What follows belongs to an exercise in optimizing a design on an open flow for small area, a short achievable clock period and few clock cycles per item; a production flow would make more cautious choices. At most, simulation tests tie the RTL to the original design; equivalence was not proved.

==> flow/design.v <==
module ysyx_23060136_EXU_DIV(
        input                 clk           ,
        input                 rst           ,
        input         [63:0]  dividend      ,
        input         [63:0]  divisor       ,
        input                 div_valid     ,
        input                 divw          ,
        input                 div_signed    ,
        output                div_ready     ,
        output                div_out_valid ,
        output        [63:0]  quotient      ,
        output        [63:0]  remainder
 );
    localparam [2:0] S_IDLE  = 3'd0,
                     S_PREP  = 3'd1,
                     S_ITER  = 3'd2,
                     S_CORR  = 3'd3,
                     S_REST  = 3'd4,
                     S_DONE  = 3'd5;
    wire        sa_in = div_signed & (divw ? dividend[31] : dividend[63]);
    wire        sb_in = div_signed & (divw ? divisor[31]  : divisor[63]);
    wire        qn_in = sa_in ^ sb_in;
    wire [64:0] a_ext = divw ? {{33{sa_in}}, dividend[31:0]} : {sa_in, dividend};
    wire [65:0] b_ext = divw ? {{34{sb_in}}, divisor[31:0]}  : {{2{sb_in}}, divisor};
    wire [6:0]  lza, lzb;
    ysyx_23060136_EXU_DIV_lzc u_lza (.x(a_ext[63:0] ^ {64{sa_in}}), .z(lza));
    ysyx_23060136_EXU_DIV_lzc u_lzb (.x(b_ext[63:0] ^ {64{sb_in}}), .z(lzb));
    wire [5:0]  lzbc  = lzb[5:0] | {6{lzb[6]}};
    wire        dz_in = lzb[6] & ~sb_in;                     
    wire [63:0] q_ones = divw ? (qn_in ? 64'hffffffff00000001 : 64'h00000000ffffffff)
                              : (qn_in ? 64'h0000000000000001 : 64'hffffffffffffffff);
    logic [2:0]  state;
    logic [65:0] R;          
    logic [65:0] D;          
    logic [63:0] Q;
    logic [5:0]  cnt;
    logic [6:0]  lza_r;
    logic [5:0]  lzb_r;
    logic        dz;         
    logic        sa, qneg;
    logic        sub;        
    wire [65:0] y    = D ^ {66{sub}};
    wire        cin  = sub;
    wire [65:0] sum;
    ysyx_23060136_EXU_DIV_add u_add (.a(R), .b(y), .cin(cin), .s(sum));
    wire [65:0] cpre = {R[64:0] | y[64:0], cin};
    wire        zero = &(~(R ^ y ^ cpre));
    wire        acc  = sa ? (sum[65] | zero) : ~sum[65];
    wire        sub_n = acc ^ qneg;
    wire [5:0]  dd   = lzb_r - lza_r[5:0] + {5'b0, sa};
    wire        early = dz | (({1'b0, lzb_r} + {6'b0, sa}) < lza_r);
    wire [65:0] d_sh = D << dd;
    wire        last = (cnt == 6'd0);
    always_ff @(posedge clk) begin
        if (rst) begin
            state <= S_IDLE;
        end
        else begin
            case (state)
            S_IDLE:  if (div_valid) state <= S_PREP;
            S_PREP:  state <= early ? S_IDLE : (acc ? S_ITER : (qneg ? S_REST : S_DONE));
            S_ITER:  if (last) state <= acc ? S_DONE : S_CORR;
            S_CORR:  state <= S_DONE;
            S_REST:  state <= S_DONE;
            default: state <= S_IDLE;
            endcase
        end
    end
    wire [65:0] a_ld = {a_ext[64], a_ext};
    always_ff @(posedge clk) begin
        case (state)
        S_PREP:         R <= qneg ? sum : a_ld;
        S_ITER, S_CORR: R <= sum;
        default:        R <= a_ld;
        endcase
    end
    always_ff @(posedge clk) begin
        case (state)
        S_PREP:  D <= d_sh;
        S_ITER:  D <= last ? b_ext : {D[65], D[65:1]};
        default: D <= b_ext;
        endcase
    end
    always_ff @(posedge clk) begin
        case (state)
        S_IDLE: begin
            Q     <= dz_in ? q_ones : 64'b0;
            lza_r <= lza;
            dz    <= dz_in;
            lzb_r <= lzbc;
            sa    <= sa_in;
            qneg  <= qn_in;
            sub   <= ~qn_in;
        end
        S_PREP: begin
            cnt <= dd;
            Q   <= {64{qneg}};
        end
        S_ITER: begin
            sub <= sub_n;
            Q   <= {Q[62:0], sub_n};
            cnt <= cnt - 6'd1;
        end
        S_REST: begin
            Q <= 64'b0;
        end
        default: ;
        endcase
    end
    assign div_ready     = (state == S_IDLE);
    assign div_out_valid = (state == S_DONE) | ((state == S_PREP) & early);
    assign quotient      = Q;
    assign remainder     = R[63:0];
endmodule
module ysyx_23060136_EXU_DIV_add(
        input         [65:0]  a,
        input         [65:0]  b,
        input                 cin,
        output        [65:0]  s
 );
    localparam N = 67;
    wire [N-1:0] g [0:7];
    wire [N-1:0] p [0:7];
    assign g[0] = {a & b, cin};
    assign p[0] = {a ^ b, 1'b0};
    genvar l, i;
    generate
        for (l = 0; l < 7; l = l + 1) begin : lv
            for (i = 0; i < N; i = i + 1) begin : bt
                if ((i >> l) & 1) begin : m
                    localparam integer J = ((i >> l) << l) - 1;
                    assign g[l+1][i] = g[l][i] | (p[l][i] & g[l][J]);
                    assign p[l+1][i] = p[l][i] & p[l][J];
                end
                else begin : t
                    assign g[l+1][i] = g[l][i];
                    assign p[l+1][i] = p[l][i];
                end
            end
        end
    endgenerate
    assign s = p[0][66:1] ^ g[7][65:0];
endmodule
module ysyx_23060136_EXU_DIV_lzc(
        input         [63:0]  x,
        output        [6:0]   z
 );
    wire [31:0]     v1;
    wire [31:0]     c1;
    wire [15:0]     v2;
    wire [15:0][1:0] c2;
    wire [7:0]      v3;
    wire [7:0][2:0] c3;
    wire [3:0]      v4;
    wire [3:0][3:0] c4;
    wire [1:0]      v5;
    wire [1:0][4:0] c5;
    genvar i;
    generate
        for (i = 0; i < 32; i = i + 1) begin : g1
            assign v1[i] = x[2*i+1] | x[2*i];
            assign c1[i] = ~x[2*i+1];
        end
        for (i = 0; i < 16; i = i + 1) begin : g2
            assign v2[i] = v1[2*i+1] | v1[2*i];
            assign c2[i] = v1[2*i+1] ? {1'b0, c1[2*i+1]} : {1'b1, c1[2*i]};
        end
        for (i = 0; i < 8; i = i + 1) begin : g3
            assign v3[i] = v2[2*i+1] | v2[2*i];
            assign c3[i] = v2[2*i+1] ? {1'b0, c2[2*i+1]} : {1'b1, c2[2*i]};
        end
        for (i = 0; i < 4; i = i + 1) begin : g4
            assign v4[i] = v3[2*i+1] | v3[2*i];
            assign c4[i] = v3[2*i+1] ? {1'b0, c3[2*i+1]} : {1'b1, c3[2*i]};
        end
        for (i = 0; i < 2; i = i + 1) begin : g5
            assign v5[i] = v4[2*i+1] | v4[2*i];
            assign c5[i] = v4[2*i+1] ? {1'b0, c4[2*i+1]} : {1'b1, c4[2*i]};
        end
    endgenerate
    assign z = (v5[1] | v5[0]) ? (v5[1] ? {2'b00, c5[1]} : {2'b01, c5[0]}) : 7'd64;
endmodule
make LEC_CHECK=0 CAP_MARGIN=20 CORE_MARGIN=2 CORE_UTILIZATION=40 SETUP_SLACK_MARGIN=2.0 SLEW_MARGIN=20 finish   # period 6.5 ns
run.sh (not shown) runs the stock make flow with config.mk's settings and CLKGATE_MAP_FILE= SYNTH_SCRIPT=/design/flow/synth_recipe.tcl, a recipe that flattens the netlist after the stock synthesis.
The baseline went through all stages and came out clean.
Testbench counts at the start, summed over its fixed seeds: cycles 10,303, items 960.
Next try:
--- a/flow/design.v
+++ b/flow/design.v
@@ -27,6 +27,7 @@
     ysyx_23060136_EXU_DIV_lzc u_lzb (.x(b_ext[63:0] ^ {64{sb_in}}), .z(lzb));
     wire [5:0]  lzbc  = lzb[5:0] | {6{lzb[6]}};
     wire        dz_in = lzb[6] & ~sb_in;                     
+    wire        a_lt_b = ({1'b0, lzbc} + {6'b0, sa_in}) < lza;    
     wire [63:0] q_ones = divw ? (qn_in ? 64'hffffffff00000001 : 64'h00000000ffffffff)
                               : (qn_in ? 64'h0000000000000001 : 64'hffffffffffffffff);
     logic [2:0]  state;
@@ -34,11 +35,10 @@
     logic [65:0] D;          
     logic [63:0] Q;
     logic [5:0]  cnt;
-    logic [6:0]  lza_r;
-    logic [5:0]  lzb_r;
-    logic        dz;         
+    logic [5:0]  lza_r, lzb_r;
     logic        sa, qneg;
     logic        sub;        
+    logic        early;      
     wire [65:0] y    = D ^ {66{sub}};
     wire        cin  = sub;
     wire [65:0] sum;
@@ -47,8 +47,7 @@
     wire        zero = &(~(R ^ y ^ cpre));
     wire        acc  = sa ? (sum[65] | zero) : ~sum[65];
     wire        sub_n = acc ^ qneg;
-    wire [5:0]  dd   = lzb_r - lza_r[5:0] + {5'b0, sa};
-    wire        early = dz | (({1'b0, lzb_r} + {6'b0, sa}) < lza_r);
+    wire [5:0]  dd   = lzb_r - lza_r + {5'b0, sa};
     wire [65:0] d_sh = D << dd;
     wire        last = (cnt == 6'd0);
     always_ff @(posedge clk) begin
@@ -66,42 +65,37 @@
             endcase
         end
     end
-    wire [65:0] a_ld = {a_ext[64], a_ext};
-    always_ff @(posedge clk) begin
-        case (state)
-        S_PREP:         R <= qneg ? sum : a_ld;
-        S_ITER, S_CORR: R <= sum;
-        default:        R <= a_ld;
-        endcase
-    end
-    always_ff @(posedge clk) begin
-        case (state)
-        S_PREP:  D <= d_sh;
-        S_ITER:  D <= last ? b_ext : {D[65], D[65:1]};
-        default: D <= b_ext;
-        endcase
-    end
     always_ff @(posedge clk) begin
         case (state)
         S_IDLE: begin
-            Q     <= dz_in ? q_ones : 64'b0;
-            lza_r <= lza;
-            dz    <= dz_in;
+            R    <= {a_ext[64], a_ext};
+            D    <= b_ext;
+            Q    <= dz_in ? q_ones : 64'b0;
+            lza_r <= lza[5:0];
             lzb_r <= lzbc;
-            sa    <= sa_in;
-            qneg  <= qn_in;
-            sub   <= ~qn_in;
+            sa   <= sa_in;
+            qneg <= qn_in;
+            sub  <= ~qn_in;
+            early <= dz_in | a_lt_b;
         end
         S_PREP: begin
+            R <= qneg ? sum : {a_ext[64], a_ext};
+            D   <= d_sh;
             cnt <= dd;
             Q   <= {64{qneg}};
         end
         S_ITER: begin
+            R   <= sum;
             sub <= sub_n;
             Q   <= {Q[62:0], sub_n};
             cnt <= cnt - 6'd1;
+            if (!last) D <= {D[65], D[65:1]};
+        end
+        S_CORR: begin
+            R <= sum;
         end
         S_REST: begin
+            R <= {a_ext[64], a_ext};
             Q <= 64'b0;
         end
         default: ;
@@ -127,8 +121,8 @@
     generate
         for (l = 0; l < 7; l = l + 1) begin : lv
             for (i = 0; i < N; i = i + 1) begin : bt
-                if ((i >> l) & 1) begin : m
-                    localparam integer J = ((i >> l) << l) - 1;
+                if (i >= (1 << l)) begin : m
+                    localparam integer J = i - (1 << l);
                     assign g[l+1][i] = g[l][i] | (p[l][i] & g[l][J]);
                     assign p[l+1][i] = p[l][i] & p[l][J];
                 end
Effect:
- design area rises by about a fifth
- global-route usage goes up by 1.5 points
- first-iteration DRC count goes up by roughly a tenth
- fmax falls slightly
- core utilization rose by 1.6 points
- wire length is higher by about a fifth
- setup slack is worse by 0.025 ns
- clock-buffer cell count climbs by 1
- via count rises by roughly a tenth
For the second run of this note, only the layout was checked, not whether the RTL still works.

-- afterwards: timing with drivers on the ports --
Ports are ideal in the flow. The routed layouts listed here were re-timed in OpenROAD.
Step 1, drivers: a clkbuf_16 drives clk and a buf_2 each remaining input, both assumed.
Step 2, shift: input delay + t, output delay - t, t = (earliest + latest rising clock arrival at the registers) / 2. This alone moves slack from input paths to output paths.
a / b / c = ideal ports / drivers / drivers and shift; a / b = the first two.
run	t (ns)	slack for setup (ns)	worst slew at a driven data input, ns
the first run	0.649	1.987 / 1.926 / 1.582	0.08
the second run	0.686	1.961 / 1.961 / 1.444	0.05
After both steps every run listed still meets setup and hold. The setup slack of the second run, which loses most, moves by 0.000 ns with the drivers and by -0.517 ns with both steps.
